Source: an optimization exercise on an open RTL-to-GDS flow (aim: small area). Production flows keep margins and buffers that such runs may drop. Function was checked by simulation only, so behaviour that the tests miss may differ from the original.

File: design/flow/run.sh
#!/bin/bash
# synth_recipe.tcl (not shown) runs the flow's synth.tcl, then flattens the netlist and writes it again
# the make line also repeats each setting of config.mk as NAME=value (left out here)
make -C /OpenROAD-flow-scripts/flow DESIGN_CONFIG=/design/flow/config.mk WORK_HOME=/design/flow/orfs CLKGATE_MAP_FILE= SYNTH_SCRIPT=/design/flow/synth_recipe.tcl finish
File: design/flow/config.mk
export PLATFORM = sky130hd
export DESIGN_NAME = top_module1
export DESIGN_NICKNAME = top_module1
export VERILOG_FILES = /design/flow/design.v
export SDC_FILE = /design/flow/constraint.sdc
export NUM_CORES = 4
export LEC_CHECK = 0
export CAP_MARGIN = 20
export CORE_MARGIN = 2
export CORE_UTILIZATION = 40
export SLEW_MARGIN = 20
File: design/flow/constraint.sdc
create_clock -name core_clock -period 20.0 [get_ports {clk_i}]
set_input_delay 4.0000 -clock core_clock [delete_from_list [all_inputs] [get_ports {clk_i}]]
set_output_delay 4.0000 -clock core_clock [all_outputs]
set_load 0.01 [all_outputs]
File: design/flow/design.v
`timescale 1ns / 1ps
module clk_div(clk, rst, ce);
input clk;
input rst;
output ce;
reg clk_d;
reg count;
always @(posedge clk)
    begin
        if (rst) count <= 0;
        else if (count == 1)
            count <= 0;
        else
            count <= count + 1;
    end
always @(posedge clk)
    begin
        if (rst) clk_d <= 0;
        else if (count == 1)
            clk_d <= ~clk_d;
    end
assign ce = (count == 1) && !clk_d;
endmodule
module counter_10_bit(clk, rst, ce, count, trig);
input clk;
input rst;
input ce;
output [9:0] count;
output trig;
reg trig;
reg [9:0] count;
always @(posedge clk)
    begin
        if (rst) begin
            count <= 0;
            trig <= 0;
        end else if (ce) begin
            if (count <= 799)
                begin
                    count <= count + 1;
                    trig <= 0;
                end
            else
                begin
                    count <= 0;
                    trig <= 1;
                end
        end
    end
endmodule
module counter_10_bit1(clk, rst, ce, count, enable);
input clk;
input rst;
input ce;
input enable;
output [9:0] count;
reg [9:0] count;
always @(posedge clk)
    begin
        if (rst)
            count <= 0;
        else if (ce && enable == 1)
            begin
                if (count <= 523)
                    count <= count + 1;
                else
                    count <= 0;
            end
    end
endmodule
        module vga_sync(
            input [9:0] h_count,
            input [9:0] v_count,
            output h_sync,
            output v_sync,
            output video_on,
            output [9:0] x_loc,
            output [9:0] y_loc);
localparam HD = 640;
localparam HF = 16;
localparam HB = 48;
localparam HR = 96;
localparam VD = 480;
localparam VF = 10;
localparam VB = 33;
localparam VR = 2;
assign h_sync = ((h_count < (HD + HF)) || (h_count >= (HD + HF + HR)));
assign v_sync = ((v_count < (VD + VF)) || (v_count >= (VD + VF + VR)));
assign video_on = ((h_count < HD) && (v_count < VD));
assign x_loc = h_count;  
assign y_loc = v_count;  
endmodule
    module
    Keyboard(
        input CLK,
        input RST,
        input CE,
        input PS2_CLK,
        input PS2_DATA,
        output reg up, down, left, right, w, a, s, dk, enter, space  
    );
wire [7:0] ARROW_UP = 8'h75;  
wire [7:0] ARROW_DOWN = 8'h72;
wire [7:0] ARROW_LEFT = 8'h6B;
wire [7:0] ARROW_RIGHT = 8'h74;
wire [7:0] W_KEY = 8'h1D;  
wire [7:0] A_KEY = 8'h1C;
wire [7:0] S_KEY = 8'h1B;
wire [7:0] D_KEY = 8'h23;
wire [7:0] ENTER = 8'h5A;
wire [7:0] SPACE = 8'h29;
reg read;
reg [11:0] count_reading;
reg PREVIOUS_STATE;
reg scan_err;
reg [10:0] scan_code;
reg [7:0] CODEWORD;
reg TRIG_ARR;
reg [3:0] COUNT;
        always @(posedge CLK) if (RST) begin count_reading <= 0; end else if (CE) begin
    if (read)
        count_reading
    <= count_reading + 1;
else count_reading <= 0;
end
        always @(posedge CLK) if (RST) begin read <= 0; scan_err <= 0; scan_code <= 0; COUNT <= 0; TRIG_ARR <= 0; PREVIOUS_STATE <= 1; end else if (CE) begin
    if (PS2_CLK != PREVIOUS_STATE) begin
    if (!PS2_CLK) begin
    read
    <= 1;
scan_err <= 0;
scan_code [10:0] <= {PS2_DATA, scan_code [10:1]};
COUNT <= COUNT + 1;
end
        end else if (COUNT == 11) begin
            COUNT <= 0;
read <= 0;
TRIG_ARR <= 1;
if (!scan_code[10] || scan_code[0] || !(scan_code[1] ^ scan_code[2] ^ scan_code[3] ^ scan_code[4] ^ scan_code[5] ^ scan_code[6] ^ scan_code[7] ^ scan_code[8] ^ scan_code[9]))
  scan_err <= 1;
else
  scan_err <= 0;
end else begin
        TRIG_ARR <= 0;
if (COUNT < 11 && count_reading >= 4000)
  begin
          COUNT <= 0;
read <= 0;
end
        end
            PREVIOUS_STATE <= PS2_CLK;
end
        always @(posedge CLK) if (RST) begin CODEWORD <= 0; end else if (CE) begin
    if (1'b1) begin  
    if (TRIG_ARR) begin
    if (scan_err) begin
    CODEWORD
    <= 8'd0;
end else begin
        CODEWORD <= scan_code [8:1];
end
        end else CODEWORD <= 8'd0;
end else CODEWORD <= 8'd0;
end
        always @(posedge CLK) if (RST) begin up <= 0; down <= 0; right <= 0; left <= 0; w <= 0; a <= 0; s <= 0; dk <= 0; enter <= 0; space <= 0; end else if (CE) begin
    up
    <= 0;
down <= 0;
right <= 0;
left <= 0;
w <= 0;
a <= 0;
s <= 0;
dk <= 0;
enter <= 0;
space <= 0;
if (CODEWORD == ARROW_UP)
  begin
          up <= 1;
end if (CODEWORD == ARROW_DOWN)
        begin
            down <= 1;
end if (CODEWORD == ARROW_LEFT)
        begin
            left <= 1;
end if (CODEWORD == ARROW_RIGHT)
        begin
            right <= 1;
end if (CODEWORD == W_KEY)
        begin
            w <= 1;
end if (CODEWORD == A_KEY)
        begin
            a <= 1;
end if (CODEWORD == S_KEY)
        begin
            s <= 1;
end if (CODEWORD == D_KEY)
        begin
            dk <= 1;
end
    if (CODEWORD == ENTER)
        begin
            enter <= 1;
end
    if (CODEWORD == SPACE)
        begin
            space <= 1;
end
    end
        endmodule
            module pixel_gen(
                input [9:0] pixel_x,
                input [9:0] pixel_y,
                input clk_d,
                input rst,
                input video_on,
                output reg [3:0] red,
                output reg [3:0] blue,
                output reg [3:0] green,
                input circle_x,
                input circle_y,
                input clk_d2,
                input up,
                input down,
                input left,
                input right,
                input w,
                input a,
                input s,
                input dk,
                input enter,
                input space,
                output reg p1, p2, game_on, pause);
reg [2:0] score_1;
reg [2:0] score_2;
reg [23:0] cp;
reg [23:0] cm;
reg w1;
reg v1;
reg [10:0] pc_x;
reg [10:0] pc_y;
reg [10:0] upc_x;
reg [10:0] upc_y;
reg [10:0] dpc_x;
reg [10:0] dpc_y;
reg [3:0] a1;
reg [3:0] a2;
reg [3:0] a3;
reg [3:0] a4;
reg [3:0] a5;
reg [3:0] a6;
reg [3:0] a7;
reg [3:0] b1;
reg [3:0] b2;
reg [3:0] b3;
reg [3:0] b4;
reg [3:0] b5;
reg [3:0] b6;
reg [3:0] b7;
reg start;
parameter pc_x_init = 320;
parameter pc_y_init = 240;
parameter upc_x_init = 320;
parameter upc_y_init = 100;
parameter dpc_x_init = 320;
parameter dpc_y_init = 380;
reg x_mov;
reg y_mov;
reg [2:0] counter_m;
        always @(posedge clk_d) if (rst) begin
red <= 0;
blue <= 0;
green <= 0;
p1 <= 0;
p2 <= 0;
game_on <= 0;
pause <= 0;
score_1 <= 0;
score_2 <= 0;
cp <= 0;
cm <= 0;
w1 <= 1'b0;
v1 <= 1'b0;
pc_x <= 10'd320;
pc_y <= 10'd240;
upc_x <= 10'd320;
upc_y <= 10'd100;
dpc_x <= 10'd320;
dpc_y <= 10'd380;
a1 <= 4'h2;
a2 <= 4'h2;
a3 <= 4'h2;
a4 <= 4'h2;
a5 <= 4'h2;
a6 <= 4'h2;
a7 <= 4'h2;
b1 <= 4'h2;
b2 <= 4'h2;
b3 <= 4'h2;
b4 <= 4'h2;
b5 <= 4'h2;
b6 <= 4'h2;
b7 <= 4'h2;
start <= 1'b0;
x_mov <= 1'b0;
y_mov <= 1'b0;
counter_m <= 0;
end else begin
    if (enter && ~start) begin start
    <= 1;
end if (enter && ~game_on) begin start <= 0;
game_on <= 1;
score_1 <= 0;
score_2 <= 0;
pc_x <= pc_x_init;
pc_y <= pc_y;
upc_x <= upc_x_init;
upc_y <= upc_y_init;
dpc_y <= dpc_y_init;
dpc_x <= dpc_x_init;
end if (start && game_on) begin  
    if (up && dpc_y - 20 > 240) begin
        dpc_y <= dpc_y - 1;
end if (down && dpc_y + 20 < 460) begin
        dpc_y <= dpc_y + 1;
end if (left && dpc_x - 15 > 160) begin
        dpc_x <= dpc_x - 1;
end if (right && dpc_x + 15 < 480) begin
        dpc_x <= dpc_x + 1;
end if (w && upc_y - 20 > 20) begin
        upc_y <= upc_y - 1;
end if (s && upc_y + 20 < 240) begin
        upc_y <= upc_y + 1;
end if (a && upc_x - 15 > 160) begin
        upc_x <= upc_x - 1;
end if (dk && upc_x + 15 < 480) begin
        upc_x <= upc_x + 1;
end if (counter_m == 1) begin
    if (score_1 == 7 || score_2 == 7) begin
        game_on <= 0;
if (score_1 == 7)
  begin p1 <= 1;
end else if (score_2 == 7) begin p2 <= 1;
end
        pc_x <= 320;
pc_y <= 240;
end
        cm <= cm + 1;
cp <= cp + 1;
cp <= 0;
if (space && start)
  begin
          pause <= ~pause;
end else if (~pause && start) begin
    if (cm >= 31) begin
        cm <= 0;
if (x_mov && y_mov)
  begin
      if (~(pc_x - 9 >= 160)) begin w1 <= 1'b0;
pc_x <= pc_x + 2;
end if (~(pc_x + 9 <= 480)) begin w1 <= 1'b1;
pc_x <= pc_x - 2;
end if (~(pc_y - 12 >= 20)) begin v1 <= 1'b1;
pc_y <= pc_y + 2;
end if (~(pc_y + 12 <= 460)) begin v1 <= 1'b0;
pc_y <= pc_y - 2;
end
    if (~w1) begin pc_x <= pc_x + 1;
end if (w1) begin pc_x <= pc_x - 1;
end if (~v1) begin pc_y <= pc_y - 1;
end if (v1) begin pc_y <= pc_y + 1;
end
    if (pc_y + 12 == 460 && pc_x - 9 >= 290 && pc_x + 9 <= 350) begin
        score_2 <= score_2 + 1;
pc_x <= 320;
pc_y <= 280;
x_mov <= 0;
y_mov <= 0;
upc_x <= upc_x_init;
upc_y <= upc_y_init;
dpc_x <= dpc_x_init;
dpc_y <= dpc_y_init;
end else if (pc_y - 12 == 20 && pc_x - 9 >= 290 && pc_x + 9 <= 350) begin
        score_1 <= score_1 + 1;
x_mov <= 0;
y_mov <= 0;
pc_x <= 320;
pc_y <= 200;
upc_x <= upc_x_init;
upc_y <= upc_y_init;
dpc_x <= dpc_x_init;
dpc_y <= dpc_y_init;
end
        end
            end
                end
    if (((upc_x - 15 <= pc_x + 3 && pc_x + 3 <= upc_x - 4 && upc_y - 20 <= pc_y + 12 && pc_y + 12 <= upc_y - 5) || (upc_x - 15 <= pc_x + 9 && pc_x + 9 <= upc_x - 4 && upc_y - 20 <= pc_y + 4 && pc_y + 4 <= upc_y - 5))) begin if (~x_mov && ~y_mov) begin x_mov <= 1;
y_mov <= 1;
end w1 <= 1;
v1 <= 0;
pc_x <= pc_x - 2;
pc_y <= pc_y - 2;
end if (((upc_x + 4 <= pc_x - 9 && pc_x - 9 <= upc_x + 15 && upc_y + 5 <= pc_y - 4 && pc_y - 4 <= upc_y + 20) || (upc_x + 4 <= pc_x - 3 && pc_x - 3 <= upc_x + 15 && upc_y + 5 <= pc_y - 12 && pc_y - 12 <= upc_y + 20))) begin if (~x_mov && ~y_mov) begin x_mov <= 1;
y_mov <= 1;
end w1 <= 0;
v1 <= 1;
pc_x <= pc_x + 2;
pc_y <= pc_y + 2;
end if (((upc_x + 4 <= pc_x - 9 && pc_x - 9 <= upc_x + 15 && upc_y - 20 <= pc_y + 4 && pc_y + 4 <= upc_y - 5) || (upc_x + 4 <= pc_x - 3 && pc_x - 3 <= upc_x + 15 && upc_y - 20 <= pc_y + 12 && pc_y + 12 <= upc_y - 5))) begin if (~x_mov && ~y_mov) begin x_mov <= 1;
y_mov <= 1;
end w1 <= 0;
v1 <= 0;
pc_x <= pc_x + 2;
pc_y <= pc_y - 2;
end if (((upc_x - 15 <= pc_x + 3 && pc_x + 3 <= upc_x - 4 && upc_y + 5 <= pc_y - 12 && pc_y - 12 <= upc_y + 20) || (upc_x - 15 <= pc_x + 9 && pc_x + 9 <= upc_x - 4 && upc_y + 5 <= pc_y - 4 && pc_y - 4 <= upc_y + 20))) begin if (~x_mov && ~y_mov) begin x_mov <= 1;
y_mov <= 1;
end w1 <= 1;
v1 <= 1;
pc_x <= pc_x - 2;
pc_y <= pc_y - 2;
end if (((upc_x - 4 < pc_x + 3 && pc_x + 3 < upc_x + 4 && upc_y - 20 == pc_y + 12) || (upc_x - 4 < pc_x - 3 && pc_x - 3 < upc_x + 4 && upc_y - 20 == pc_y + 12))) begin v1 <= ~v1;
pc_y <= pc_y - 2;
end if (((upc_x - 4 < pc_x + 3 && pc_x + 3 < upc_x + 4 && upc_y + 20 == pc_y - 12) || (upc_x - 4 < pc_x - 3 && pc_x - 3 < upc_x + 4 && upc_y + 20 == pc_y - 12))) begin v1 <= ~v1;
pc_y <= pc_y + 2;
end if (((upc_y - 5 < pc_y - 4 && pc_y - 4 < upc_y + 5 && upc_x - 15 == pc_x + 9) || (upc_y - 5 < pc_y + 4 && pc_y + 4 < upc_y + 5 && upc_x - 15 == pc_x + 9))) begin w1 <= ~w1;
pc_x <= pc_x - 2;
end if (((upc_y - 5 < pc_y - 4 && pc_y - 4 < upc_y + 5 && upc_x + 15 == pc_x - 9) || (upc_y - 5 < pc_y + 4 && pc_y + 4 < upc_y + 5 && upc_x + 15 == pc_x - 9))) begin w1 <= ~w1;
pc_x <= pc_x + 2;
end
    if (((dpc_x - 15 <= pc_x + 3 && pc_x + 3 <= dpc_x - 4 && dpc_y - 20 <= pc_y + 12 && pc_y + 12 <= dpc_y - 5) || (dpc_x - 15 <= pc_x + 9 && pc_x + 9 <= dpc_x - 4 && dpc_y - 20 <= pc_y + 4 && pc_y + 4 <= dpc_y - 5))) begin if (~x_mov && ~y_mov) begin x_mov <= 1;
y_mov <= 1;
end w1 <= 1;
v1 <= 0;
pc_x <= pc_x - 2;
pc_y <= pc_y - 2;
end if (((dpc_x + 4 <= pc_x - 9 && pc_x - 9 <= dpc_x + 15 && dpc_y + 5 <= pc_y - 4 && pc_y - 4 <= dpc_y + 20) || (dpc_x + 4 <= pc_x - 3 && pc_x - 3 <= dpc_x + 15 && dpc_y + 5 <= pc_y - 12 && pc_y - 12 <= dpc_y + 20))) begin if (~x_mov && ~y_mov) begin x_mov <= 1;
y_mov <= 1;
end w1 <= 0;
v1 <= 1;
pc_x <= pc_x + 2;
pc_y <= pc_y + 2;
end if (((dpc_x + 4 <= pc_x - 9 && pc_x - 9 <= dpc_x + 15 && dpc_y - 20 <= pc_y + 4 && pc_y + 4 <= dpc_y - 5) || (dpc_x + 4 <= pc_x - 3 && pc_x - 3 <= dpc_x + 15 && dpc_y - 20 <= pc_y + 12 && pc_y + 12 <= dpc_y - 5))) begin if (~x_mov && ~y_mov) begin x_mov <= 1;
y_mov <= 1;
end w1 <= 0;
v1 <= 0;
pc_x <= pc_x + 2;
pc_y <= pc_y - 2;
end if (((dpc_x - 15 <= pc_x + 3 && pc_x + 3 <= dpc_x - 4 && dpc_y + 5 <= pc_y - 12 && pc_y - 12 <= dpc_y + 20) || (dpc_x - 15 <= pc_x + 9 && pc_x + 9 <= dpc_x - 4 && dpc_y + 5 <= pc_y - 4 && pc_y - 4 <= dpc_y + 20))) begin if (~x_mov && ~y_mov) begin x_mov <= 1;
y_mov <= 1;
end w1 <= 1;
v1 <= 1;
pc_x <= pc_x - 2;
pc_y <= pc_y - 2;
end if (((dpc_x - 4 < pc_x + 3 && pc_x + 3 < dpc_x + 4 && dpc_y - 20 == pc_y + 12) || (dpc_x - 4 < pc_x - 3 && pc_x - 3 < dpc_x + 4 && dpc_y - 20 == pc_y + 12))) begin if (~x_mov && ~y_mov) begin y_mov <= 1;
end v1 <= ~v1;
pc_y <= pc_y - 2;
end if (((dpc_x - 4 < pc_x + 3 && pc_x + 3 < dpc_x + 4 && dpc_y + 20 == pc_y - 12) || (dpc_x - 4 < pc_x - 3 && pc_x - 3 < dpc_x + 4 && dpc_y + 20 == pc_y - 12))) begin if (~x_mov && ~y_mov) begin y_mov <= 1;
end v1 <= ~v1;
pc_y <= pc_y + 2;
end if (((dpc_y - 5 < pc_y - 4 && pc_y - 4 < dpc_y + 5 && dpc_x - 15 == pc_x + 9) || (dpc_y - 5 < pc_y + 4 && pc_y + 4 < dpc_y + 5 && dpc_x - 15 == pc_x + 9))) begin if (~x_mov && ~y_mov) begin x_mov <= 1;
end w1 <= ~w1;
pc_x <= pc_x - 2;
end if (((dpc_y - 5 < pc_y - 4 && pc_y - 4 < dpc_y + 5 && dpc_x + 15 == pc_x - 9) || (dpc_y - 5 < pc_y + 4 && pc_y + 4 < dpc_y + 5 && dpc_x + 15 == pc_x - 9))) begin if (~x_mov && ~y_mov) begin x_mov <= 1;
end w1 <= ~w1;
pc_x <= pc_x + 2;
end
    if (score_1 == 2 || score_1 == 3 || score_1 == 5 || score_1 == 6 || score_1 == 7 || score_1 == 8 || score_1 == 0) begin a1 <= 4'hF;
end else begin a1 <= 4'h2;
end if (score_1 == 4 || score_1 == 5 || score_1 == 6 || score_1 == 8 || score_1 == 0) begin a2 <= 4'hF;
end else begin a2 <= 4'h2;
end if (score_1 == 1 || score_1 == 2 || score_1 == 3 || score_1 == 4 || score_1 == 7 || score_1 == 8 || score_1 == 0) begin a3 <= 4'hF;
end else begin a3 <= 4'h2;
end if (score_1 == 2 || score_1 == 3 || score_1 == 4 || score_1 == 5 || score_1 == 6 || score_1 == 8) begin a4 <= 4'hF;
end else begin a4 <= 4'h2;
end if (score_1 == 2 || score_1 == 6 || score_1 == 8 || score_1 == 0) begin a5 <= 4'hF;
end else begin a5 <= 4'h2;
end if (~(score_1 == 2)) begin a6 <= 4'hF;
end else begin a6 <= 4'h2;
end if (score_1 == 2 || score_1 == 3 || score_1 == 5 || score_1 == 6 || score_1 == 8 || score_1 == 0) begin a7 <= 4'hF;
end else begin a7 <= 4'h2;
end
    if (score_2 == 2 || score_2 == 3 || score_2 == 5 || score_2 == 6 || score_2 == 7 || score_2 == 8 || score_2 == 0) begin b1 <= 4'hF;
end else begin b1 <= 4'h2;
end if (score_2 == 4 || score_2 == 5 || score_2 == 6 || score_2 == 8 || score_2 == 0) begin b2 <= 4'hF;
end else begin b2 <= 4'h2;
end if (score_2 == 1 || score_2 == 2 || score_2 == 3 || score_2 == 4 || score_2 == 7 || score_2 == 8 || score_2 == 0) begin b3 <= 4'hF;
end else begin b3 <= 4'h2;
end if (score_2 == 2 || score_2 == 3 || score_2 == 4 || score_2 == 5 || score_2 == 6 || score_2 == 8) begin b4 <= 4'hF;
end else begin b4 <= 4'h2;
end if (score_2 == 2 || score_2 == 6 || score_2 == 8 || score_2 == 0) begin b5 <= 4'hF;
end else begin b5 <= 4'h2;
end if (~(score_2 == 2)) begin b6 <= 4'hF;
end else begin b6 <= 4'h2;
end if (score_2 == 2 || score_2 == 3 || score_2 == 5 || score_2 == 6 || score_2 == 8 || score_2 == 0) begin b7 <= 4'hF;
end else begin b7 <= 4'h2;
end
        end
            end
    if (((pixel_x <= 160) || (pixel_x >= 480)) || ((pixel_y <= 20) || (pixel_y >= 460))) begin
        red <= 4'h0;
blue <= 4'h0;
green <= 4'h0;
end
    if (50 <= pixel_x && pixel_x <= 110 && 120 <= pixel_y && pixel_y <= 140) begin
        red <= a1;
blue <= 4'h0;
green <= 4'h0;
end if (50 <= pixel_x && pixel_x <= 110 && 230 <= pixel_y && pixel_y <= 250) begin
        red <= a4;
blue <= 4'h0;
green <= 4'h0;
end if (50 <= pixel_x && pixel_x <= 110 && 340 <= pixel_y && pixel_y <= 360) begin
        red <= a7;
blue <= 4'h0;
green <= 4'h0;
end if (25 <= pixel_x && pixel_x <= 45 && 145 <= pixel_y && pixel_y <= 225) begin
        red <= a2;
blue <= 4'h0;
green <= 4'h0;
end if (25 <= pixel_x && pixel_x <= 45 && 255 <= pixel_y && pixel_y <= 335) begin
        red <= a5;
blue <= 4'h0;
green <= 4'h0;
end if (115 <= pixel_x && pixel_x <= 135 && 145 <= pixel_y && pixel_y <= 225) begin
        red <= a3;
blue <= 4'h0;
green <= 4'h0;
end if (115 <= pixel_x && pixel_x <= 135 && 255 <= pixel_y && pixel_y <= 335) begin
        red <= a6;
blue <= 4'h0;
green <= 4'h0;
end
    if (530 <= pixel_x && pixel_x <= 590 && 120 <= pixel_y && pixel_y <= 140) begin
        red <= b1;
blue <= 4'h0;
green <= 4'h0;
end if (530 <= pixel_x && pixel_x <= 590 && 230 <= pixel_y && pixel_y <= 250) begin
        red <= b4;
blue <= 4'h0;
green <= 4'h0;
end if (530 <= pixel_x && pixel_x <= 590 && 340 <= pixel_y && pixel_y <= 360) begin
        red <= b7;
blue <= 4'h0;
green <= 4'h0;
end if (505 <= pixel_x && pixel_x <= 525 && 145 <= pixel_y && pixel_y <= 225) begin
        red <= b2;
blue <= 4'h0;
green <= 4'h0;
end if (505 <= pixel_x && pixel_x <= 525 && 255 <= pixel_y && pixel_y <= 335) begin
        red <= b5;
blue <= 4'h0;
green <= 4'h0;
end if (595 <= pixel_x && pixel_x <= 615 && 145 <= pixel_y && pixel_y <= 225) begin
        red <= b3;
blue <= 4'h0;
green <= 4'h0;
end if (595 <= pixel_x && pixel_x <= 615 && 255 <= pixel_y && pixel_y <= 335) begin
        red <= b6;
blue <= 4'h0;
green <= 4'h0;
end
    if ((pixel_x > 160 && pixel_x < 480) && (pixel_y > 20 && pixel_y < 460)) begin
        red <= 4'h0;
blue <= 4'hF;
green <= 4'h0;
if ((pixel_x > 290 && pixel_x < 350) && ((pixel_y > 20 && pixel_y < 50) || (pixel_y > 430 && pixel_y < 460)))
  begin
          red <= 4'hF;
blue <= 4'hF;
green <= 4'hF;
end if ((pixel_x > 160 && pixel_x < 480) && (pixel_y > 238 && pixel_y < 241)) begin
        red <= 4'h0;
blue <= 4'h0;
green <= 4'h0;
end
    if ((18 * 18 * (pixel_y - 430) * (pixel_y - 430) <= ((18 * 18 * 24 * 24) - (24 * 24 * (pixel_x - 320) * (pixel_x - 320)))) && ((pixel_x > 302 && pixel_x < 338) && (pixel_y > 406 && pixel_y < 454))) begin
        red <= 4'hF;
green <= 4'hF;
blue <= 4'hF;
end if ((18 * 18 * (pixel_y - 50) * (pixel_y - 50) <= ((18 * 18 * 24 * 24) - (24 * 24 * (pixel_x - 320) * (pixel_x - 320)))) && ((pixel_x > 302 && pixel_x < 338) && (pixel_y > 26 && pixel_y < 74))) begin
        red <= 4'hF;
green <= 4'hF;
blue <= 4'hF;
end if (circle_x && circle_y) begin if (((9 * 9 * (pixel_y - pc_y) * (pixel_y - pc_y)) <= ((12 * 12 * 9 * 9) - ((12 * 12 * (pixel_x - pc_x) * (pixel_x - pc_x))))) && ((pixel_x > pc_x - 9 && pixel_x < pc_x + 9) && (pixel_y > pc_y - 12 && pixel_y < pc_y + 12))) begin
        red <= 4'hF;
green <= 4'h0;
blue <= 4'h0;
end
        end else begin
            score_1 <= 0;
score_2 <= 0;
if (((9 * 9 * (pixel_y - pc_y_init) * (pixel_y - pc_y_init)) <= ((12 * 12 * 9 * 9) - ((12 * 12 * (pixel_x - pc_x_init) * (pixel_x - pc_x_init))))) && ((pixel_x > pc_x_init - 9 && pixel_x < pc_x_init + 9) && (pixel_y > pc_y_init - 12 && pixel_y < pc_y_init + 12)))
  begin
          red <= 4'hF;
green <= 4'h0;
blue <= 4'h0;
pc_y <= pc_y_init;
pc_x <= pc_x_init;
end
        end
            end if (circle_x && circle_y) begin if ((15 * 15 * (pixel_y - upc_y) * (pixel_y - upc_y) <= ((15 * 15 * 20 * 20) - (20 * 20 * (pixel_x - upc_x) * (pixel_x - upc_x)))) && ((pixel_x > upc_x - 15 && pixel_x < upc_x + 15) && (pixel_y > upc_y - 20 && pixel_y < upc_y + 20))) begin
                red <= 4'hF;
green <= 4'hF;
blue <= 4'h0;
end
        end else begin if ((15 * 15 * (pixel_y - upc_y_init) * (pixel_y - upc_y_init) <= ((15 * 15 * 20 * 20) - (20 * 20 * (pixel_x - upc_x_init) * (pixel_x - upc_x_init)))) && ((pixel_x > upc_x_init - 15 && pixel_x < upc_x_init + 15) && (pixel_y > upc_y_init - 20 && pixel_y < upc_y_init + 20))) begin
            red <= 4'hF;
green <= 4'hF;
blue <= 4'h0;
upc_y <= upc_y_init;
upc_x <= upc_x_init;
end
        end
    if (circle_x && circle_y) begin if ((15 * 15 * (pixel_y - dpc_y) * (pixel_y - dpc_y) <= ((15 * 15 * 20 * 20) - (20 * 20 * (pixel_x - dpc_x) * (pixel_x - dpc_x)))) && ((pixel_x > dpc_x - 15 && pixel_x < dpc_x + 15) && (pixel_y > dpc_y - 20 && pixel_y < dpc_y + 20))) begin
        red <= 4'hF;
green <= 4'hF;
blue <= 4'h0;
end
        end else begin if ((15 * 15 * (pixel_y - dpc_y_init) * (pixel_y - dpc_y_init) <= ((20 * 20 * 15 * 15) - (20 * 20 * (pixel_x - dpc_x_init) * (pixel_x - dpc_x_init)))) && ((pixel_x > dpc_x_init - 15 && pixel_x < dpc_x_init + 15) && (pixel_y > dpc_y_init - 20 && pixel_y < dpc_y_init + 20))) begin
            red <= 4'hF;
green <= 4'hF;
blue <= 4'h0;
dpc_y <= dpc_y_init;
dpc_x <= dpc_x_init;
end
        end
    if (~start) begin if (pixel_x > 160 && pixel_x < 480 && pixel_y > 223 && pixel_y < 257) begin
        red <= 4'h2;
green <= 4'h2;
blue <= 4'h2;
end
    if (281 <= pixel_x && pixel_x <= 291 && 226 <= pixel_y && pixel_y <= 227) begin red <= 4'hF;
green <= 4'h0;
blue <= 4'h0;
end if (279 <= pixel_x && pixel_x <= 280 && 228 <= pixel_y && pixel_y <= 238) begin red <= 4'hF;
green <= 4'h0;
blue <= 4'h0;
end if (281 <= pixel_x && pixel_x <= 291 && 239 <= pixel_y && pixel_y <= 240) begin red <= 4'hF;
green <= 4'h0;
blue <= 4'h0;
end if (292 <= pixel_x && pixel_x <= 293 && 241 <= pixel_y && pixel_y <= 251) begin red <= 4'hF;
green <= 4'h0;
blue <= 4'h0;
end if (281 <= pixel_x && pixel_x <= 291 && 252 <= pixel_y && pixel_y <= 253) begin red <= 4'hF;
green <= 4'h0;
blue <= 4'h0;
end
    if (293 <= pixel_x && pixel_x <= 307 && 226 <= pixel_y && pixel_y <= 227) begin red <= 4'hF;
green <= 4'h0;
blue <= 4'h0;
end if (300 <= pixel_x && pixel_x <= 301 && 226 <= pixel_y && pixel_y <= 253) begin red <= 4'hF;
green <= 4'h0;
blue <= 4'h0;
end
    if (312 <= pixel_x && pixel_x <= 322 && 226 <= pixel_y && pixel_y <= 227) begin red <= 4'hF;
green <= 4'h0;
blue <= 4'h0;
end if (310 <= pixel_x && pixel_x <= 311 && 228 <= pixel_y && pixel_y <= 238) begin red <= 4'hF;
green <= 4'h0;
blue <= 4'h0;
end if (310 <= pixel_x && pixel_x <= 311 && 241 <= pixel_y && pixel_y <= 251) begin red <= 4'hF;
green <= 4'h0;
blue <= 4'h0;
end if (312 <= pixel_x && pixel_x <= 322 && 239 <= pixel_y && pixel_y <= 240) begin red <= 4'hF;
green <= 4'h0;
blue <= 4'h0;
end if (323 <= pixel_x && pixel_x <= 324 && 228 <= pixel_y && pixel_y <= 238) begin red <= 4'hF;
green <= 4'h0;
blue <= 4'h0;
end if (323 <= pixel_x && pixel_x <= 324 && 241 <= pixel_y && pixel_y <= 251) begin red <= 4'hF;
green <= 4'h0;
blue <= 4'h0;
end
    if (329 <= pixel_x && pixel_x <= 339 && 226 <= pixel_y && pixel_y <= 227) begin red <= 4'hF;
green <= 4'h0;
blue <= 4'h0;
end if (327 <= pixel_x && pixel_x <= 328 && 228 <= pixel_y && pixel_y <= 238) begin red <= 4'hF;
green <= 4'h0;
blue <= 4'h0;
end if (327 <= pixel_x && pixel_x <= 328 && 241 <= pixel_y && pixel_y <= 251) begin red <= 4'hF;
green <= 4'h0;
blue <= 4'h0;
end if (329 <= pixel_x && pixel_x <= 339 && 239 <= pixel_y && pixel_y <= 240) begin red <= 4'hF;
green <= 4'h0;
blue <= 4'h0;
end if (340 <= pixel_x && pixel_x <= 341 && 228 <= pixel_y && pixel_y <= 238) begin red <= 4'hF;
green <= 4'h0;
blue <= 4'h0;
end if (337 <= pixel_x && pixel_x <= 338 && 241 <= pixel_y && pixel_y <= 251) begin red <= 4'hF;
green <= 4'h0;
blue <= 4'h0;
end
    if (344 <= pixel_x && pixel_x <= 358 && 226 <= pixel_y && pixel_y <= 227) begin red <= 4'hF;
green <= 4'h0;
blue <= 4'h0;
end if (351 <= pixel_x && pixel_x <= 352 && 226 <= pixel_y && pixel_y <= 253) begin red <= 4'hF;
green <= 4'h0;
blue <= 4'h0;
end
        end
    else if (pause) begin if (pixel_x > 160 && pixel_x < 480 && pixel_y > 223 && pixel_y < 257) begin
        red <= 4'h2;
green <= 4'h2;
blue <= 4'h2;
end
    if (281 <= pixel_x && pixel_x <= 291 && 226 <= pixel_y && pixel_y <= 227) begin red <= 4'hF;
green <= 4'h0;
blue <= 4'h0;
end if (279 <= pixel_x && pixel_x <= 280 && 228 <= pixel_y && pixel_y <= 238) begin red <= 4'hF;
green <= 4'h0;
blue <= 4'h0;
end if (281 <= pixel_x && pixel_x <= 291 && 239 <= pixel_y && pixel_y <= 240) begin red <= 4'hF;
green <= 4'h0;
blue <= 4'h0;
end if (279 <= pixel_x && pixel_x <= 280 && 241 <= pixel_y && pixel_y <= 251) begin red <= 4'hF;
green <= 4'h0;
blue <= 4'h0;
end if (292 <= pixel_x && pixel_x <= 293 && 228 <= pixel_y && pixel_y <= 238) begin red <= 4'hF;
green <= 4'h0;
blue <= 4'h0;
end
    if (298 <= pixel_x && pixel_x <= 308 && 226 <= pixel_y && pixel_y <= 227) begin red <= 4'hF;
green <= 4'h0;
blue <= 4'h0;
end if (296 <= pixel_x && pixel_x <= 297 && 228 <= pixel_y && pixel_y <= 238) begin red <= 4'hF;
green <= 4'h0;
blue <= 4'h0;
end if (298 <= pixel_x && pixel_x <= 308 && 239 <= pixel_y && pixel_y <= 240) begin red <= 4'hF;
green <= 4'h0;
blue <= 4'h0;
end if (296 <= pixel_x && pixel_x <= 297 && 241 <= pixel_y && pixel_y <= 251) begin red <= 4'hF;
green <= 4'h0;
blue <= 4'h0;
end if (309 <= pixel_x && pixel_x <= 310 && 228 <= pixel_y && pixel_y <= 238) begin red <= 4'hF;
green <= 4'h0;
blue <= 4'h0;
end if (309 <= pixel_x && pixel_x <= 310 && 241 <= pixel_y && pixel_y <= 251) begin red <= 4'hF;
green <= 4'h0;
blue <= 4'h0;
end
    if (315 <= pixel_x && pixel_x <= 325 && 252 <= pixel_y && pixel_y <= 253) begin red <= 4'hF;
green <= 4'h0;
blue <= 4'h0;
end if (313 <= pixel_x && pixel_x <= 314 && 228 <= pixel_y && pixel_y <= 238) begin red <= 4'hF;
green <= 4'h0;
blue <= 4'h0;
end if (313 <= pixel_x && pixel_x <= 314 && 241 <= pixel_y && pixel_y <= 251) begin red <= 4'hF;
green <= 4'h0;
blue <= 4'h0;
end if (326 <= pixel_x && pixel_x <= 327 && 228 <= pixel_y && pixel_y <= 238) begin red <= 4'hF;
green <= 4'h0;
blue <= 4'h0;
end if (326 <= pixel_x && pixel_x <= 327 && 241 <= pixel_y && pixel_y <= 251) begin red <= 4'hF;
green <= 4'h0;
blue <= 4'h0;
end
    if (332 <= pixel_x && pixel_x <= 342 && 226 <= pixel_y && pixel_y <= 227) begin red <= 4'hF;
green <= 4'h0;
blue <= 4'h0;
end if (330 <= pixel_x && pixel_x <= 331 && 228 <= pixel_y && pixel_y <= 238) begin red <= 4'hF;
green <= 4'h0;
blue <= 4'h0;
end if (332 <= pixel_x && pixel_x <= 342 && 239 <= pixel_y && pixel_y <= 240) begin red <= 4'hF;
green <= 4'h0;
blue <= 4'h0;
end if (332 <= pixel_x && pixel_x <= 342 && 252 <= pixel_y && pixel_y <= 253) begin red <= 4'hF;
green <= 4'h0;
blue <= 4'h0;
end if (343 <= pixel_x && pixel_x <= 344 && 241 <= pixel_y && pixel_y <= 251) begin red <= 4'hF;
green <= 4'h0;
blue <= 4'h0;
end
    if (349 <= pixel_x && pixel_x <= 359 && 226 <= pixel_y && pixel_y <= 227) begin red <= 4'hF;
green <= 4'h0;
blue <= 4'h0;
end if (347 <= pixel_x && pixel_x <= 348 && 228 <= pixel_y && pixel_y <= 238) begin red <= 4'hF;
green <= 4'h0;
blue <= 4'h0;
end if (349 <= pixel_x && pixel_x <= 359 && 239 <= pixel_y && pixel_y <= 240) begin red <= 4'hF;
green <= 4'h0;
blue <= 4'h0;
end if (349 <= pixel_x && pixel_x <= 359 && 252 <= pixel_y && pixel_y <= 253) begin red <= 4'hF;
green <= 4'h0;
blue <= 4'h0;
end if (347 <= pixel_x && pixel_x <= 348 && 241 <= pixel_y && pixel_y <= 251) begin red <= 4'hF;
green <= 4'h0;
blue <= 4'h0;
end
        end
    else if (~game_on) begin if (pixel_x > 160 && pixel_x < 480 && pixel_y > 223 && pixel_y < 257) begin
        red <= 4'h2;
green <= 4'h2;
blue <= 4'h2;
end
    if (281 <= pixel_x && pixel_x <= 291 && 226 <= pixel_y && pixel_y <= 227) begin red <= 4'hF;
green <= 4'h0;
blue <= 4'h0;
end if (279 <= pixel_x && pixel_x <= 280 && 228 <= pixel_y && pixel_y <= 238) begin red <= 4'hF;
green <= 4'h0;
blue <= 4'h0;
end if (281 <= pixel_x && pixel_x <= 291 && 239 <= pixel_y && pixel_y <= 240) begin red <= 4'hF;
green <= 4'h0;
blue <= 4'h0;
end if (279 <= pixel_x && pixel_x <= 280 && 241 <= pixel_y && pixel_y <= 251) begin red <= 4'hF;
green <= 4'h0;
blue <= 4'h0;
end if (292 <= pixel_x && pixel_x <= 293 && 228 <= pixel_y && pixel_y <= 238) begin red <= 4'hF;
green <= 4'h0;
blue <= 4'h0;
end
    if (p1) begin if (298 <= pixel_x && pixel_x <= 308 && 226 <= pixel_y && pixel_y <= 227) begin red <= 4'hF;
green <= 4'h0;
blue <= 4'h0;
end if (309 <= pixel_x && pixel_x <= 310 && 228 <= pixel_y && pixel_y <= 238) begin red <= 4'hF;
green <= 4'h0;
blue <= 4'h0;
end if (298 <= pixel_x && pixel_x <= 308 && 239 <= pixel_y && pixel_y <= 240) begin red <= 4'hF;
green <= 4'h0;
blue <= 4'h0;
end if (298 <= pixel_x && pixel_x <= 308 && 252 <= pixel_y && pixel_y <= 253) begin red <= 4'hF;
green <= 4'h0;
blue <= 4'h0;
end if (296 <= pixel_x && pixel_x <= 297 && 241 <= pixel_y && pixel_y <= 251) begin red <= 4'hF;
green <= 4'h0;
blue <= 4'h0;
end
        end
    else if (p2) begin if (309 <= pixel_x && pixel_x <= 310 && 228 <= pixel_y && pixel_y <= 238) begin red <= 4'hF;
green <= 4'h0;
blue <= 4'h0;
end if (309 <= pixel_x && pixel_x <= 310 && 241 <= pixel_y && pixel_y <= 251) begin red <= 4'hF;
green <= 4'h0;
blue <= 4'h0;
end
        end
    if (315 <= pixel_x && pixel_x <= 325 && 252 <= pixel_y && pixel_y <= 253) begin red <= 4'hF;
green <= 4'h0;
blue <= 4'h0;
end if (313 <= pixel_x && pixel_x <= 314 && 228 <= pixel_y && pixel_y <= 238) begin red <= 4'hF;
green <= 4'h0;
blue <= 4'h0;
end if (313 <= pixel_x && pixel_x <= 314 && 241 <= pixel_y && pixel_y <= 251) begin red <= 4'hF;
green <= 4'h0;
blue <= 4'h0;
end if (326 <= pixel_x && pixel_x <= 327 && 228 <= pixel_y && pixel_y <= 238) begin red <= 4'hF;
green <= 4'h0;
blue <= 4'h0;
end if (326 <= pixel_x && pixel_x <= 327 && 241 <= pixel_y && pixel_y <= 251) begin red <= 4'hF;
green <= 4'h0;
blue <= 4'h0;
end if (328 <= pixel_x && pixel_x <= 338 && 252 <= pixel_y && pixel_y <= 253) begin red <= 4'hF;
green <= 4'h0;
blue <= 4'h0;
end if (339 <= pixel_x && pixel_x <= 340 && 228 <= pixel_y && pixel_y <= 238) begin red <= 4'hF;
green <= 4'h0;
blue <= 4'h0;
end if (339 <= pixel_x && pixel_x <= 340 && 241 <= pixel_y && pixel_y <= 251) begin red <= 4'hF;
green <= 4'h0;
blue <= 4'h0;
end
    if (345 <= pixel_x && pixel_x <= 355 && 226 <= pixel_y && pixel_y <= 227) begin red <= 4'hF;
green <= 4'h0;
blue <= 4'h0;
end if (345 <= pixel_x && pixel_x <= 355 && 252 <= pixel_y && pixel_y <= 253) begin red <= 4'hF;
green <= 4'h0;
blue <= 4'h0;
end if (343 <= pixel_x && pixel_x <= 344 && 228 <= pixel_y && pixel_y <= 238) begin red <= 4'hF;
green <= 4'h0;
blue <= 4'h0;
end if (343 <= pixel_x && pixel_x <= 344 && 241 <= pixel_y && pixel_y <= 251) begin red <= 4'hF;
green <= 4'h0;
blue <= 4'h0;
end if (356 <= pixel_x && pixel_x <= 357 && 228 <= pixel_y && pixel_y <= 238) begin red <= 4'hF;
green <= 4'h0;
blue <= 4'h0;
end if (356 <= pixel_x && pixel_x <= 357 && 241 <= pixel_y && pixel_y <= 251) begin red <= 4'hF;
green <= 4'h0;
blue <= 4'h0;
end
    if (362 <= pixel_x && pixel_x <= 372 && 226 <= pixel_y && pixel_y <= 227) begin red <= 4'hF;
green <= 4'h0;
blue <= 4'h0;
end if (360 <= pixel_x && pixel_x <= 361 && 228 <= pixel_y && pixel_y <= 238) begin red <= 4'hF;
green <= 4'h0;
blue <= 4'h0;
end if (360 <= pixel_x && pixel_x <= 361 && 241 <= pixel_y && pixel_y <= 251) begin red <= 4'hF;
green <= 4'h0;
blue <= 4'h0;
end if (373 <= pixel_x && pixel_x <= 374 && 228 <= pixel_y && pixel_y <= 238) begin red <= 4'hF;
green <= 4'h0;
blue <= 4'h0;
end if (373 <= pixel_x && pixel_x <= 374 && 241 <= pixel_y && pixel_y <= 251) begin red <= 4'hF;
green <= 4'h0;
blue <= 4'h0;
end
        end
            counter_m <= counter_m + 1;
end
    endmodule
module top_module1(clk_i, rst, h_sync, v_sync, red_o, green_o, blue_o, x_in, y_in, ps2clk, ps2data, ld1);
input clk_i;
input rst;
input x_in;
input y_in;
output h_sync;
output v_sync;
output [3:0] red_o;
output [3:0] green_o;
output [3:0] blue_o;
input ps2clk;
input ps2data;
output ld1;
wire ce;
wire [9:0] h_count;
wire [9:0] v_count;
wire trig_o;
wire video_on;
wire [9:0] x_loc;
wire [9:0] y_loc;
wire u, d, l, r;
wire w, a, s, d1, C, D;
wire p1, p2, game_on, pause;
clk_div g1(.clk(clk_i), .rst(rst), .ce(ce));
counter_10_bit h_1(.clk(clk_i), .rst(rst), .ce(ce), .count(h_count), .trig(trig_o));
counter_10_bit1 v_1(.clk(clk_i), .rst(rst), .ce(ce), .enable(trig_o), .count(v_count));
vga_sync vga_sync1(.h_count(h_count), .v_count(v_count), .h_sync(h_sync), .v_sync(v_sync), .video_on(video_on), .x_loc(x_loc), .y_loc(y_loc));
Keyboard k1(clk_i, rst, ce, ps2clk, ps2data, u, d, l, r, w, a, s, d1, C, D);
assign ld1 = u;
pixel_gen pixel_gen1(.clk_d(clk_i), .rst(rst), .pixel_x(x_loc), .pixel_y(y_loc), .video_on(video_on), .red(red_o), .green(green_o), .blue(blue_o), .circle_x(x_in), .circle_y(y_in), .clk_d2(1'b0), .up(u), .left(l), .right(r), .down(d), .w(w), .a(a), .s(s), .dk(d1), .enter(C), .space(D), .p1(p1), .p2(p2), .game_on(game_on), .pause(pause));
endmodule
==> results.txt <==
- Setup violators final: 0
- RSZ-0062 raised after global routing: no
- Routability congestion estimate: 0.969
- Die Y: 732 microns
- Worst Setup End Kind: flip-flop
- Met1 usage: 0.341
- FF+latch count, synth: 206
- Max Buffers Root-to-Sink: 3
- Most Crowded Layer GR: met2
- Vias in the first global route: 174943
- PostCTS Resize Cnt: 0
- GRT overflow: 0
- Reg2reg setup slack: 2040 ps
- Critical Path RT: 20540 ps
- Area Growth Syn to Fin: 4.91%
- WL/cell: 20.5 microns
- Hold_buf cts: 0
- Commonest cells post-synth: inv_1, fa_1, ha_1
- Largest net degree at the start of global routing: 47
- Setup TNS: 0 ps
- Hold Path Class: reg2reg
- I/O Pins: 21
- Antenna viol nets, final: 0
- CP Data Arrival Time: 18490 ps
- Top FF cell, synth: dfxtp_1
- Final setup skew: 54.9 ps
- Rel. slew slack: 0.163
- Max-cap viol count: 0
- Clock latency (worst-skew pair): 640 ps
- Critical Path Fanout Max: 41
- Cell taking the most area after synthesis: fa_1
- Most used cell along the critical path: fa_1
- Crit-path max cell delay: 820 ps
- DP HPWL: 546000 microns
- TritonRoute pass-1 iters: 8
- Vias per cell: 5.22
- Syn Inst Count: 24798
- Seq/Total Area, Yosys: 0.0194
- Initial Util: 0.402
- Ys Warns: 5
- Worst setup SP type: flip-flop
- Final Cycle Share: 0.898
- CP max-delay cell: ha_1
- First-pass GRT wire length: 1030000 microns
- Peak Freq: 55.7 MHz
- Post-synth EDFFs: 0
- H-tree levels: 1
- Syn Nets: 32045
- Total core area: 528000 sq um
- Worst-margin pin slew: 1250 ps
- Vias post-DR: 164468
- Final Hold Vio Count: 0
- Mapped cell area: 212000 sq um
- WL final: 647000 microns
- Largest cells by area after synthesis: fa_1, ha_1, inv_1, xnor2_1, nand2_1
- Top cell type's share of synthesized area: 0.403
- Port bufs: 20
- Met2 track demand over resource: 0.396
- Detailed Route Iter0 Violations: 12259
- Initial antenna violation count: 15
- Netlist cell types: 111
- Remaining DRCs: 0
- CTS tree: built
- Clock Pin Slew Worst Setup and Hold Paths: 60 ps
- Die X: 732 microns
- Crit path buffers/inverters: 10
- CTS buffer count: 26
- Post-CTS Setup Bufs: 0
- Crit-path leading delay family: adder cells
- Die area: 536000 sq um
- Crit Path Class: reg2reg
- Fin crit period: 17960 ps
- Root Driver: clkbuf_16
- Most common cell in the netlist: inv_1
- Status: no timing/DRC/antenna violations
- Total Routing Usage GR: 0.244
- Syn Area/Cell: 8.56 sq um
- Nets: 31733
- Layout cells sized above 1: 0.0302
- Number of core rows: 267
- Clk sinks: 206
- Asr flop ratio synth: 0
- Grt met3 use: 0.0343
- Final Max Tran Viols: 0
==> area by class of cell <==
type	instances	area, sq um
fillers	53111	306000
diodes	3	7.51
repair buffers	388	2960
flip-flops and latches	206	4160
inverters	6220	23400
clock inverters	7	58.8
well taps	6994	8750
clock buffers	37	753
multi-input cells	17644	183000
==> cells by family after synthesis <==
| group | count (synthesis) | synth area share |
|---|---|---|
| mux | 14 | 0.000672 |
| other cells | 1 | 0.0000177 |
| simple gates | 6222 | 0.136 |
| flops | 206 | 0.0194 |
| fa+ha+maj | 7243 | 0.578 |
| xor+xnor | 1466 | 0.0611 |
| buf+inv | 6948 | 0.123 |
| compound gates | 2698 | 0.0819 |
==> worst register-to-register path, delay by kind of cell (launching register included) <==
| kind | cells | cell delay (ps) |
|---|---|---|
| AOI/OAI and AO/OA | 16 | 5480 |
| xor gates and xnor gates | 2 | 310 |
| adders and majority gates | 17 | 7870 |
| buffers and inverters | 10 | 1790 |
| DFF | 1 | 640 |
| and+or+nand+nor | 10 | 1790 |
==> metal layers <==
metal / up-vias / share of wire
met1: 82850 / 0.44
met2: 5375 / 0.46
met5: - / 0.00033
met3: 934 / 0.069
met4: 12 / 0.032
li1: 75297 / -
==> cells in the final DEF, fill, tap and decap left out, types with 137 or more instances in the layout <==
cell type     n
a21o_1      346
a21oi_1     769
and2_1      336
buf_4       368
dfxtp_1     187
fa_1       4276
ha_1       2965
inv_1      6169
nand2_1    2292
nand2b_1    411
nand3_1     317
nand4_1     151
nor2_1     1607
nor2b_1     225
nor3_1      320
o21a_1      190
o21ai_0     526
or2_2       137
xnor2_1    1123
xor2_1      271
==> final timing paths <==
kind                                start                 endpoint  cells after the start
setup / recovery             v_1.count[3]       pixel_gen1.blue[1]                     55
hold / removal    pixel_gen1.counter_m[0]  pixel_gen1.counter_m[0]                      1
setup reg to reg             v_1.count[3]       pixel_gen1.blue[1]                     55
hold reg to reg   pixel_gen1.counter_m[0]  pixel_gen1.counter_m[0]                      1
==> state kept, by name, summed over array words and instances, names as in the netlist, 11 cells and up <==
register / cells
pixel_gen1.upc_x: 11
pixel_gen1.pc_x: 11
pixel_gen1.pc_y: 11
pixel_gen1.dpc_x: 11
k1.count_reading: 12
pixel_gen1.cm: 24
k1.scan_code: 11
pixel_gen1.upc_y: 11
pixel_gen1.dpc_y: 11
==> stage by stage <==
| step | hold WS (ps) | utilization | instances | instance area [sq um] | setup slack (ps) |
|---|---|---|---|---|---|
| 3_3_place_gp | 436 | 0.420 | 31451 | 222000 | 2300 |
| 6_report | 464 | 0.421 | 31499 | 223000 | 2040 |
| 5_1_grt | 481 | 0.421 | 31496 | 223000 | 974 |
| 2_1_floorplan | 417 | - | 24798 | 212000 | 4410 |
| 3_5_place_dp | 449 | 0.420 | 31451 | 222000 | 2080 |
| 4_1_cts | 464 | 0.421 | 31495 | 223000 | 2030 |

-- re-timing with driven ports --
No port has a modelled driver above. Below, the same layout with a new extraction and two added sets of constraints.
Step 1 (the two cells are an assumption about what drives the block):
set clk [get_ports {clk_i}]
set_driving_cell -lib_cell sky130_fd_sc_hd__clkbuf_16 $clk
set_driving_cell -lib_cell sky130_fd_sc_hd__buf_2 [delete_from_list [all_inputs] $clk]
Step 2 also shifts input and output timing later by t, the mid clock arrival at the registers, as if the neighbouring blocks saw the same clock.
a / b / c = no drivers / after step 1 / after step 2; a / b = the first two.
shift t [ns]: 0.694
setup WS [ns]: 2.045 / 2.045 / 2.045
worst setup path after step 2: register to register
worst slew at a driven data input, ns: 0.25
After both steps this run still meets setup and hold. The setup slack of this run moves by 0.000 ns with the drivers and by 0.000 ns with both steps.
